Background: an optimization exercise with open tools, aiming at small area and a short achievable clock period. Do not read the settings as production practice.
Only simulation tests tie the RTL to the original design; equivalence was not proved.
No activity file was given, so power comes from the tool's default toggle rates.

==> build 89: inputs <==
==> flow/design.v (excerpt) <==
module mac_16bit(out_rounded,md,mr,clk,rst);
output reg [26:0] out_rounded;
input [15:0] md,mr;
input clk,rst;
reg [15:0] MD;
reg [7:0] ONE, TWO, NEG;         
reg [84:0] P;                  
reg [39:0] A;                    
reg [5:0] CB;                 
reg [8:0] k;       
reg clr;           
reg z1;            
reg r1, z2;        
wire zero = !rst | clr;
wire [16:0] mrx = {mr, 1'b0};
wire [7:0] one_n, two_n, neg_n;
genvar g;
generate for (g = 0; g < 8; g = g + 1) begin : enc
  assign one_n[g] = mrx[2*g+1] ^ mrx[2*g];
  assign two_n[g] = (mrx[2*g+2] & ~mrx[2*g+1] & ~mrx[2*g]) | (~mrx[2*g+2] & mrx[2*g+1] & mrx[2*g]);
  assign neg_n[g] = mrx[2*g+2] & ~(mrx[2*g+1] & mrx[2*g]);
end endgenerate
wire [16:0] pp0 = (({17{ONE[0]}} & {MD[15], MD}) | ({17{TWO[0]}} & {MD, 1'b0})) ^ {17{NEG[0]}};
wire ns0 = ~pp0[16];
wire [16:0] pp1 = (({17{ONE[1]}} & {MD[15], MD}) | ({17{TWO[1]}} & {MD, 1'b0})) ^ {17{NEG[1]}};
wire ns1 = ~pp1[16];
wire [16:0] pp2 = (({17{ONE[2]}} & {MD[15], MD}) | ({17{TWO[2]}} & {MD, 1'b0})) ^ {17{NEG[2]}};
wire ns2 = ~pp2[16];
wire [16:0] pp3 = (({17{ONE[3]}} & {MD[15], MD}) | ({17{TWO[3]}} & {MD, 1'b0})) ^ {17{NEG[3]}};
wire ns3 = ~pp3[16];
  ...
export LEC_CHECK = 0
export CAP_MARGIN = 20
export CORE_MARGIN = 2
export CORE_UTILIZATION = 40
export SETUP_SLACK_MARGIN = 4.15
export SLEW_MARGIN = 20
create_clock -name core_clock -period 6.9 [get_ports {clk}]
run.sh (not shown) runs the stock make flow with config.mk's settings and CLKGATE_MAP_FILE= SYNTH_SCRIPT=/design/flow/synth_recipe.tcl, a recipe that flattens the netlist after the stock synthesis.
==> build 38: changes against build 89 <==
==> flow/flow/run.sh (new file) <==
#!/bin/bash
# The standard layout (the standard.sh), except that the port buffers are
# sky130_fd_sc_hd__buf_2 cells instead of the default delay buffers.
set -euo pipefail
export BUFFER_PORTS_ARGS="-buffer_cell sky130_fd_sc_hd__buf_2"
bash standard.sh > standard.log 2>&1
==> flow/standard.sh (new file) <==
#!/bin/bash
# synth_recipe.tcl (not shown) runs the flow's synth.tcl, then flattens the netlist and writes it again
# the make line also repeats each setting of config.mk as NAME=value (left out here)
make -C /OpenROAD-flow-scripts/flow DESIGN_CONFIG=/design/flow/config.mk WORK_HOME=/design/flow/orfs CLKGATE_MAP_FILE= SYNTH_SCRIPT=/design/flow/synth_recipe.tcl "${@:-finish}"
--- a/flow/config.mk
+++ b/flow/config.mk
@@ -7,6 +7,8 @@
 export LEC_CHECK = 0
 export CAP_MARGIN = 20
 export CORE_MARGIN = 2
-export CORE_UTILIZATION = 40
+export CORE_UTILIZATION = 60
+export CTS_CLUSTER_DIAMETER = 100
+export CTS_CLUSTER_SIZE = 25
 export SETUP_SLACK_MARGIN = 4.15
 export SLEW_MARGIN = 20
removed: flow/run.sh
==> trial 14: changes against build 89 <==
--- a/flow/config.mk
+++ b/flow/config.mk
@@ -7,6 +7,6 @@
 export LEC_CHECK = 0
 export CAP_MARGIN = 20
 export CORE_MARGIN = 2
-export CORE_UTILIZATION = 40
-export SETUP_SLACK_MARGIN = 4.15
+export CORE_UTILIZATION = 60
+export SETUP_SLACK_MARGIN = 4.25
 export SLEW_MARGIN = 20
==> summary.txt <==
Run status: trial 14 finished clean; build 89 finished clean; build 38 finished clean
Total number of vias: trial 14 8369; build 89 8307; build 38 8127
# fillers: trial 14 1635; build 89 2912; build 38 1741
Arrival @ worst endpoint: trial 14 3.00 ns; build 89 3.08 ns; build 38 3.01 ns
Actual slew at the worst max-slew pin: trial 14 0.7862 ns; build 89 0.8203 ns; build 38 0.8137 ns
Clock power frac: trial 14 18.4%; build 89 21.1%; build 38 12.2%
Net switching fraction of the power: trial 14 39.16%; build 89 38.26%; build 38 40.48%
Worst-case clock skew: trial 14 0.02060 ns; build 89 0.03443 ns; build 38 0.01331 ns
Number of standard cells in the layout, taps in and fillers out: trial 14 1528; build 89 1641; build 38 1483
Bufs and invs on worst path: trial 14 0; build 89 1; build 38 0
Met1 Wirelength: trial 14 12070 um; build 89 12940 um; build 38 12580 um
Leakage: trial 14 0.006177 uW; build 89 0.006303 uW; build 38 0.005777 uW
Unrepaired setup endpoints after global routing: trial 14 true; build 89 false; build 38 true
Horizontal die dimension: trial 14 149.1 um; build 89 181.8 um; build 38 149.1 um
Area used by sequential logic in the layout: trial 14 4327 um2; build 89 4275 um2; build 38 4274 um2
DR iter-0 viols: trial 14 450; build 89 501; build 38 462
Final RePlAce weighted congestion: trial 14 0.8563; build 89 0.8021; build 38 0.8485
Achievable clock frequency: trial 14 381.0 MHz; build 89 370.2 MHz; build 38 375.6 MHz
Setup slack at placement: trial 14 3.456 ns; build 89 3.465 ns; build 38 3.841 ns
Sequential power share: trial 14 26.9%; build 89 26.9%; build 38 30.2%
Number of tapcells: trial 14 275; build 89 402; build 38 275


==> job 2256 <==
Another version of the RTL of mac_16bit (not shown whole).
Design mac_16bit, start of the top module:
module mac_16bit(out_rounded,md,mr,clk,rst);
output reg [26:0] out_rounded;
input [15:0] md,mr;
input clk,rst;
reg [15:0] MD;
reg [7:0] ONE, TWO, NEG;         
reg [78:0] P;                  
reg [39:0] A;                    
reg [5:0] CB;                 
reg [8:0] k;       
reg clr;           
reg z1;            
reg r1, z2;        
wire zero = !rst | clr;
wire [16:0] mrx = {mr, 1'b0};
wire [7:0] one_n, two_n, neg_n;
genvar g;
generate for (g = 0; g < 8; g = g + 1) begin : enc
  assign one_n[g] = mrx[2*g+1] ^ mrx[2*g];
  assign two_n[g] = (mrx[2*g+2] & ~mrx[2*g+1] & ~mrx[2*g]) | (~mrx[2*g+2] & mrx[2*g+1] & mrx[2*g]);
  assign neg_n[g] = mrx[2*g+2] & ~(mrx[2*g+1] & mrx[2*g]);
end endgenerate
wire [16:0] pp0 = (({17{ONE[0]}} & {MD[15], MD}) | ({17{TWO[0]}} & {MD, 1'b0})) ^ {17{NEG[0]}};
wire ns0 = ~pp0[16];
wire [16:0] pp1 = (({17{ONE[1]}} & {MD[15], MD}) | ({17{TWO[1]}} & {MD, 1'b0})) ^ {17{NEG[1]}};
wire ns1 = ~pp1[16];
wire [16:0] pp2 = (({17{ONE[2]}} & {MD[15], MD}) | ({17{TWO[2]}} & {MD, 1'b0})) ^ {17{NEG[2]}};
wire ns2 = ~pp2[16];
wire [16:0] pp3 = (({17{ONE[3]}} & {MD[15], MD}) | ({17{TWO[3]}} & {MD, 1'b0})) ^ {17{NEG[3]}};
wire ns3 = ~pp3[16];
wire [16:0] pp4 = (({17{ONE[4]}} & {MD[15], MD}) | ({17{TWO[4]}} & {MD, 1'b0})) ^ {17{NEG[4]}};
wire ns4 = ~pp4[16];
wire [16:0] pp5 = (({17{ONE[5]}} & {MD[15], MD}) | ({17{TWO[5]}} & {MD, 1'b0})) ^ {17{NEG[5]}};
wire ns5 = ~pp5[16];
wire [16:0] pp6 = (({17{ONE[6]}} & {MD[15], MD}) | ({17{TWO[6]}} & {MD, 1'b0})) ^ {17{NEG[6]}};
wire ns6 = ~pp6[16];
wire [16:0] pp7 = (({17{ONE[7]}} & {MD[15], MD}) | ({17{TWO[7]}} & {MD, 1'b0})) ^ {17{NEG[7]}};
wire ns7 = ~pp7[16];
wire as1, ac2; ha_cell u_as1 (.a(pp0[10]), .b(pp1[8]), .s(as1), .co(ac2));
wire as3, ac4; ha_cell u_as3 (.a(pp0[11]), .b(pp1[9]), .s(as3), .co(ac4));
  ...
==> flow/config.mk <==
export PLATFORM = sky130hd
export DESIGN_NAME = mac_16bit
export DESIGN_NICKNAME = mac_16bit
export VERILOG_FILES = /design/flow/design.v
export SDC_FILE = /design/flow/constraint.sdc
export NUM_CORES = 4
export LEC_CHECK = 0
export CAP_MARGIN = 20
export CORE_MARGIN = 2
export CORE_UTILIZATION = 60
export CTS_CLUSTER_DIAMETER = 100
export CTS_CLUSTER_SIZE = 20
export SETUP_SLACK_MARGIN = 4.15
export SLEW_MARGIN = 20
export SYNTH_HIERARCHICAL = 1
export SYNTH_MINIMUM_KEEP_SIZE = 0
==> flow/constraint.sdc <==
create_clock -name core_clock -period 6.9 [get_ports {clk}]
set_input_delay 1.3800 -clock core_clock [delete_from_list [all_inputs] [get_ports {clk}]]
set_output_delay 1.3800 -clock core_clock [all_outputs]
set_load 0.01 [all_outputs]
standard.sh (not shown) runs the stock make flow with config.mk's settings and CLKGATE_MAP_FILE= SYNTH_SCRIPT=/design/flow/synth_recipe.tcl, a recipe that flattens the netlist after the stock synthesis.
==> flow/flow/run.sh <==
#!/bin/bash
# The standard layout (the standard.sh), except that the port buffers are
# sky130_fd_sc_hd__buf_1 cells instead of the default delay buffers.
set -euo pipefail
export BUFFER_PORTS_ARGS="-buffer_cell sky130_fd_sc_hd__buf_1"
bash standard.sh > standard.log 2>&1
==> job 3995 (differences from job 2256) <==
==> flow/flow/run.sh (replaced) <==
#!/bin/bash
# The standard layout (the standard.sh), except that the port buffers are
# sky130_fd_sc_hd__buf_2 cells instead of the default delay buffers.
set -euo pipefail
export BUFFER_PORTS_ARGS="-buffer_cell sky130_fd_sc_hd__buf_2"
bash standard.sh > standard.log 2>&1
CORE_UTILIZATION = 65   (was 60)
==> job 6617 (differences from job 2256) <==
==> flow/flow/run.sh (replaced) <==
#!/bin/bash
# The standard layout (the standard.sh), except that the port buffers are
# sky130_fd_sc_hd__buf_2 cells instead of the default delay buffers.
set -euo pipefail
export BUFFER_PORTS_ARGS="-buffer_cell sky130_fd_sc_hd__buf_2"
bash standard.sh > standard.log 2>&1
==> job 9241 (differences from job 2256) <==
==> flow/flow/run.sh (replaced) <==
#!/bin/bash
# The standard layout (the standard.sh), except that the port buffers are
# sky130_fd_sc_hd__buf_2 cells instead of the default delay buffers.
set -euo pipefail
export BUFFER_PORTS_ARGS="-buffer_cell sky130_fd_sc_hd__buf_2"
bash standard.sh > standard.log 2>&1
SETUP_SLACK_MARGIN = 4.3   (was 4.15)
==> notes <==
Synthesized cell count is the same in job 3995 and job 6617. First-iteration DRC count: job 6617 < job 2256 < job 9241 < job 3995. Flip-flop and latch count is the same in job 3995 and job 6617. Global-route usage, highest first: job 3995, job 9241, job 2256, job 6617. Register-to-register slack: job 2256 < job 3995 < job 6617 < job 9241. Clock power: job 9241 is larger than job 3995 (about 0.5%). Combinational power is about the same in job 3995 and job 9241. Against job 9241, the non-clock buffer count of job 6617 is lower by 13.

[re-timing with driven ports]
The results above use ideal ports. As a check the final layouts listed here were re-extracted and re-timed, cells and wires unchanged.
Step 1 (the two cells are an assumption about what drives the block):
set clk [get_ports {clk}]
set_driving_cell -lib_cell sky130_fd_sc_hd__clkbuf_16 $clk
set_driving_cell -lib_cell sky130_fd_sc_hd__buf_2 [delete_from_list [all_inputs] $clk]
Step 2 also shifts input and output timing later by t, the mid clock arrival at the registers, as if the neighbouring blocks saw the same clock.
Three values: ideal, step 1, step 2; two values: the first two.
run | shift t [ns] | setup slack, ns | worst setup path after step 2
build 89 | 0.559 | 4.199 / 4.199 / 3.739 | input to register
build 38 | 0.508 | 4.238 / 4.238 / 3.851 | input to register
trial 14 | 0.553 | 4.275 / 4.275 / 3.799 | input to register
job 2256 | 0.514 | 4.101 / 4.101 / 4.101 | register to register
job 3995 | 0.510 | 4.147 / 4.147 / 4.147 | register to register
job 6617 | 0.520 | 4.198 / 4.198 / 4.198 | register to register
job 9241 | 0.512 | 4.213 / 4.213 / 4.213 | register to register
After both steps every run listed still meets setup and hold. For trial 14, which loses most, drivers alone change the setup slack by 0.000 ns; drivers and shift together by -0.476 ns.
